What follows belongs to an exercise in optimizing a design on an open flow for small area, a short achievable clock period and few clock cycles per item; a production flow would make more cautious choices.
In this exercise RTL edits were held to simulation tests only and were not proved equivalent to the original.
Power is estimated from default activity; no workload was simulated.

==> flow/design.v <==
module ysyx_22040228multiplier (
    input          wire                                            clk              ,
    input          wire                                            rst              ,
    input          wire                                            mult_ready       ,
    input          wire            [7 :0]                          inst_opcode      ,
    input          wire            [63:0]                          mult_op1         ,
    input          wire            [63:0]                          mult_op2         ,
    output         wire            [63:0]                          product_val      ,
    output         wire                                            mult_finish              
);
    reg     mult_valid ;
    reg  [63:0] multipler ;
    assign  mult_finish = mult_valid & ~( | multipler) ;
    always @(posedge clk) begin
        if(rst == 1'b1)
            mult_valid <= 1'b0  ;
        else if(~mult_ready | mult_finish)
            mult_valid <= 1'b0  ;
        else 
            mult_valid <= 1'b1  ;
    end
    wire         op1_signbit ;
    wire         op2_signbit ;
    wire  [63:0] op1_absolute;
    wire  [63:0] op2_absolute;
    wire   op1_signed   = (inst_opcode != 8'b01110000) ;
    wire   op2_signed   = (inst_opcode != 8'b01110000) && (inst_opcode != 8'b00111000) ;
    assign op1_signbit  = mult_op1[63] & op1_signed ;
    assign op2_signbit  = mult_op2[63] & op2_signed ;
    assign op1_absolute = op1_signbit ? (~mult_op1 + 1) : mult_op1 ;
    assign op2_absolute = op2_signbit ? (~mult_op2 + 1) : mult_op2 ; 
    reg  [127:0] multiplcand ;
    always @(posedge clk) begin
        if(rst == 1'b1)
            multiplcand <= 128'h000000000000000000000000000000 ;
        else if(mult_valid)
            multiplcand <= {multiplcand[126:0],1'b0} ;
        else if(mult_ready)
            multiplcand <= {64'b0,op1_absolute}; 
    end
    always @(posedge clk) begin
        if(rst == 1'b1)
            multipler <= 64'h0000000000000000 ;
        else if(mult_valid)
            multipler <= {1'b0, multipler[63:1]} ;
        else if(mult_ready)
            multipler <= op2_absolute ;
    end
    wire [127:0] product_lins ;
    assign product_lins = multipler[0] ? multiplcand : 128'b0 ;
    reg  [127:0] product_temp ;
    always @(posedge clk) begin
        if(rst == 1'b1)
            product_temp <= 128'h0;
        else if(mult_valid)
            product_temp <= product_temp + product_lins ;
        else if(mult_ready)
            product_temp <= 128'b0  ;
    end
    reg   product_signbit ;
    always @(posedge clk) begin
        if(rst == 1'b1)
            product_signbit <= 1'b0 ;
        else if(mult_valid)
            product_signbit <= op1_signbit ^ op2_signbit ;
        else 
            product_signbit <= op1_signbit ^ op2_signbit ;
    end
    wire [127:0] product_full ;
    assign product_full = product_signbit ? (~product_temp + 128'd1) : product_temp ;
    assign product_val = (inst_opcode == 8'b00001110)      ? product_full[63:0]   :
                         (inst_opcode == 8'b00011100)     ? product_full[127:64] :
                         (inst_opcode == 8'b00111000)   ? product_full[127:64] :
                         (inst_opcode == 8'b01110000)    ? product_full[127:64] :
                         (inst_opcode == 8'b11100000)     ? {{32{product_full[31]}}, product_full[31:0]} :
                                                                                                                            64'h0000000000000000;
endmodule
==> flow/run.sh <==
#!/bin/bash
# synth_recipe.tcl (not shown) runs the flow's synth.tcl, then flattens the netlist and writes it again
# the make line also repeats each setting of config.mk as NAME=value (left out here)
make -C /OpenROAD-flow-scripts/flow DESIGN_CONFIG=/design/flow/config.mk WORK_HOME=/design/flow/orfs CLKGATE_MAP_FILE= SYNTH_SCRIPT=/design/flow/synth_recipe.tcl finish
==> flow/config.mk <==
export PLATFORM = sky130hd
export DESIGN_NAME = ysyx_22040228multiplier
export DESIGN_NICKNAME = ysyx_22040228multiplier
export VERILOG_FILES = /design/flow/design.v
export SDC_FILE = /design/flow/constraint.sdc
export NUM_CORES = 4
export LEC_CHECK = 0
export CAP_MARGIN = 20
export CORE_MARGIN = 2
export CORE_UTILIZATION = 40
export PLACE_DENSITY = 0.6
export SLEW_MARGIN = 20
==> flow/constraint.sdc <==
create_clock -name core_clock -period 6.5 [get_ports {clk}]
set_input_delay 1.3000 -clock core_clock [delete_from_list [all_inputs] [get_ports {clk}]]
set_output_delay 1.3000 -clock core_clock [all_outputs]
set_load 0.01 [all_outputs]
==> notes.md <==
worst max-delay path by stage:
stage                           from         endpoint  cells after the start
finish              product_temp[18]  product_val[25]                     11
global route        product_temp[18]  product_val[25]                     11
CTS                 product_temp[23]  product_val[26]                     12
detailed placement  product_temp[23]  product_val[61]                     13
global placement    product_temp[23]  product_val[61]                     13
floorplan           product_temp[18]  product_val[46]                     10
critical path, cell delays in order (launching register included):
cell                              delay, ps
sky130_fd_sc_hd__dfxtp_1                380
sky130_fd_sc_hd__or4_4                  570
sky130_fd_sc_hd__or3_1                  320
sky130_fd_sc_hd__or4_4                  450
sky130_fd_sc_hd__or2_4                  340
sky130_fd_sc_hd__or3_1                  380
sky130_fd_sc_hd__or3_4                  410
sky130_fd_sc_hd__o41a_1                 500
sky130_fd_sc_hd__a21oi_1                240
sky130_fd_sc_hd__xor2_2                 160
sky130_fd_sc_hd__o22ai_1                220
sky130_fd_sc_hd__clkdlybuf4s50_1        570
kinds of logic (layout without fill, tap and decap cells):
logic type	Yosys count	in the layout	synth area share
AOI/OAI and AO/OA	1255	1255	0.2777
buffers and inverters	309	389	0.04202
and+or+nand+nor	1518	1518	0.2715
DFF	322	322	0.2318
muxes	14	14	0.005084
adders and majority gates	131	131	0.05921
xor gates and xnor gates	358	358	0.1127
flip-flops by register name (all words and copies together) (netlist names):
register and cells:
mult_valid 1, multiplcand 128, multipler 64, product_signbit 1, product_temp 128
power groups by stage:
stage	clock, mW	combinational, mW	sequential, mW
6_report	2.52	0.850	2.12
4_1_cts	2.58	0.828	2.12
2_1_floorplan	0	0.540	2.12
3_5_place_dp	0	0.823	2.16
5_1_grt	2.65	0.925	2.13
3_3_place_gp	0	0.819	2.16
synthesized netlist by cell type (32+ instances only):
cell | n | area [um2]
sky130_fd_sc_hd__nor3b_1 | 116 | 870.8
sky130_fd_sc_hd__nor2_1 | 505 | 1896
sky130_fd_sc_hd__o22ai_1 | 33 | 206.5
sky130_fd_sc_hd__a21o_1 | 78 | 585.6
sky130_fd_sc_hd__o21bai_1 | 40 | 300.3
sky130_fd_sc_hd__and2_1 | 142 | 888.4
sky130_fd_sc_hd__o221ai_1 | 32 | 280.3
sky130_fd_sc_hd__o31ai_1 | 71 | 533.0
sky130_fd_sc_hd__a21oi_1 | 469 | 2347
sky130_fd_sc_hd__nor3_1 | 61 | 305.3
sky130_fd_sc_hd__nand4_1 | 58 | 362.9
sky130_fd_sc_hd__o21ai_0 | 266 | 1331
sky130_fd_sc_hd__a211oi_1 | 97 | 728.2
sky130_fd_sc_hd__clkbuf_1 | 248 | 930.9
sky130_fd_sc_hd__dfxtp_1 | 322 | 6446
sky130_fd_sc_hd__nand3_1 | 47 | 235.2
sky130_fd_sc_hd__nor4_1 | 47 | 294.0
sky130_fd_sc_hd__or3_1 | 56 | 350.3
sky130_fd_sc_hd__or4_1 | 38 | 285.3
sky130_fd_sc_hd__inv_1 | 45 | 168.9
sky130_fd_sc_hd__ha_1 | 130 | 1627
sky130_fd_sc_hd__xor2_1 | 237 | 2076
sky130_fd_sc_hd__nand2_1 | 338 | 1269
sky130_fd_sc_hd__xnor2_1 | 121 | 1060
area by class of cell:
class                   count  area, um2
flip-flops and latches    322       6457
clock inverters            12      206.4
inverters                  45      168.9
well taps                 931       1165
multi-input cells        3276      20280
fillers                  7089      36580
clock buffers              63       1271
repair buffers            269       2574
cells in the final DEF (no fill, tap or decap), drive strengths merged, types with 78 or more instances in the layout:
cell / netlist / routed
ha: 130 / 130
nand2: 338 / 338
clkdlybuf4s50: 0 / 195
a21o: 78 / 78
nor2: 505 / 505
dfxtp: 322 / 322
xnor2: 121 / 121
and2: 142 / 142
o21ai: 269 / 269
a21oi: 469 / 469
nor3b: 116 / 116
xor2: 237 / 237
a211oi: 97 / 97
timing repair:
item / 4_1_cts / 5_1_grt
buffers inserted: 0 / 1
gates resized for setup: 1 / 23
pin swaps: 0 / 1
endpoints found under the setup margin: 2 / 20
layer usage:
layer  track usage  part of all wire  up-vias
met3       0.04441             0.081      166
met2        0.4483              0.42     1136
met1        0.4318              0.46    13840
met5             0           0.00018        -
met4       0.09225             0.033        2
li1              -                 -    14240
metrics by stage:
step                      setup TNS (ps)  hold slack (ps)    util
after floorplan                        0            433.9       -
after global placement                 0            463.1  0.4447
after detailed placement               0            474.0  0.4447
after CTS                              0            487.4  0.4663
after global routing              -40.20            506.6  0.4676
final                                  0            483.2  0.4676
==> flow_metrics.env <==
export IMPL_run_status="no timing/DRC/antenna violations"
export IMPL_buffer_ports_inserted=203
export IMPL_p_leak_nw=12.76
export IMPL_cp_max_fo=9
export IMPL_post_placement_cell_area_mm2=0.03056
export IMPL_detailedPlace_worstSlack_ps=589.5
export IMPL_timing_slew_headroom=0.2963
export IMPL_async_flop_share=0
export IMPL_internal_mw=3.914
export IMPL_seq_area_frac_synth=0.2318
export IMPL_num_vias=29380
export IMPL_core_area_mm2=0.06871
export IMPL_synth_distinct_cells=80
export IMPL_holdCritPathClass="reg2reg"
export IMPL_drt_initial_drc_count=3019
export IMPL_detail_route_drc_violations=0
export IMPL_die_height_um=267.7
export IMPL_power_net_switching_mw=1.578
export IMPL_initial_core_util=0.4048
export IMPL_sequential_power_share=0.386
export IMPL_std_cell_rows=96
export IMPL_area_overhead_vs_synth_pct=15.52
export IMPL_worst_r2r_endpoint="product_temp[122]"
export IMPL_first_pass_grt_wire_length_um=165300
export IMPL_dp_hpwl_um=84130
export IMPL_timing_final_crit_share=0.9901
export IMPL_globalplace_congestion=1.005
export IMPL_sw_ratio=0.2873
export IMPL_timing_final_hold_violations=0
export IMPL_clockRootBuffer="sky130_fd_sc_hd__clkbuf_16"
export IMPL_p_comb_frac=0.155
export IMPL_clock_power_share=0.459
export IMPL_numPlacedInstances=4842
export IMPL_syn_cell_area_mm2=0.02781
export IMPL_hold_start="multiplcand[59]"
export IMPL_peakVddDrop_uv=159.8
export IMPL_yosys_register_bits=322
export IMPL_grt_pass1_vias=26870
export IMPL_globalRouteOverflowTotal=0
export IMPL_path_clk_slew_ps=60
export IMPL_worst_setup_path_start_kind="flop"
export IMPL_drt_total_wl_um=108800
export IMPL_tritoncts="yes"
export IMPL_required_ps=5200
export IMPL_r2r_start="multipler[0]"
export IMPL_post_layout_total_power_mw=5.491
export IMPL_num_io_pins=204
export IMPL_synth_ff_type="sky130_fd_sc_hd__dfxtp_1"
export IMPL_fraction_of_final_layout_cells_sized_beyond_drive_strength_1=0.05041
export IMPL_ctsHtreeMaxLevel=2
export IMPL_timing_worst_setup_path_type="reg2out"
export IMPL_drtAntennaViolNets=0
export IMPL_floorplan_die_area_mm2=0.07165
export IMPL_stdcell_count=4918
export IMPL_edff_count_synth=0
export IMPL_synthCells=3907
export IMPL_dieWidth_um=267.7
export IMPL_cts_sinks=322
export IMPL_maxCapViolCount=0
export IMPL_final_non_filler_cell_area_mm2=0.03213
export IMPL_grtUsageTotal=0.2972
export IMPL_grt_start_max_net_pins=211
export IMPL_holdBufCountCts=0
export IMPL_rrSetupSlack_ps=1160
export IMPL_setup_violations_final=0
export IMPL_ctsLongestPathBuffers=3
export IMPL_syn_avg_cell_area_um2=7.118
export IMPL_max_freq_mhz=155.4
export IMPL_nets_in_the_synthesized_netlist=4177
export IMPL_clock_skew_ps=15.71
export IMPL_route_detailed_vias_per_inst=5.975
export IMPL_power_density_mw_per_mm2=170.9
export IMPL_endpoint_kind="output pin"
export IMPL_drtPass1Iterations=5
export IMPL_hold_path_cell_count=2
export IMPL_worst_slew_pin_transition_ps=1046
export IMPL_antenna_cells=0
export IMPL_insertion_delay_ps=590
export IMPL_yosysWarnings=1
export IMPL_r2r_cells=19
export IMPL_timing_hold_worst_endpoint="multiplcand[60]"
export IMPL_post_route_worst_setup_slack_ps=64.09
export IMPL_detail_route_wl_per_cell_um=22.12
export IMPL_num_nets_final=4226
export IMPL_maxSlewViolCount=0
export IMPL_crit_arrival_ps=5140
export IMPL_cts_inserted_buffers=42
export IMPL_period_minus_slack_ps=6436
export IMPL_initial_antenna_violation_count=2
Testbench counts, summed over its fixed seeds: cycles 155,089, items 3,200.

==> afterwards: timing with drivers on the ports <==
Ports are ideal in the flow. The routed layout listed here was re-timed in OpenROAD.
Step 1, drivers: a clkbuf_16 drives clk and a buf_2 each remaining input, both assumed.
Step 2 times the ports against the registers' clock, not the clock port: input delays grow and output delays shrink by t, the midpoint of the rising clock arrivals with the driver on.
Three values: ideal ports, drivers, drivers and shift; two values: the first two.
shift t [ns]: 0.641
setup slack, ns: 0.064 / 0.002 / 0.639
worst register clock-pin slew, ns: 0.07 / 0.07
worst data-port slew with drivers (ns): 0.08
After both steps setup and hold are still met in this run. The setup slack of this run moves by -0.062 ns with the drivers and by +0.575 ns with both steps.
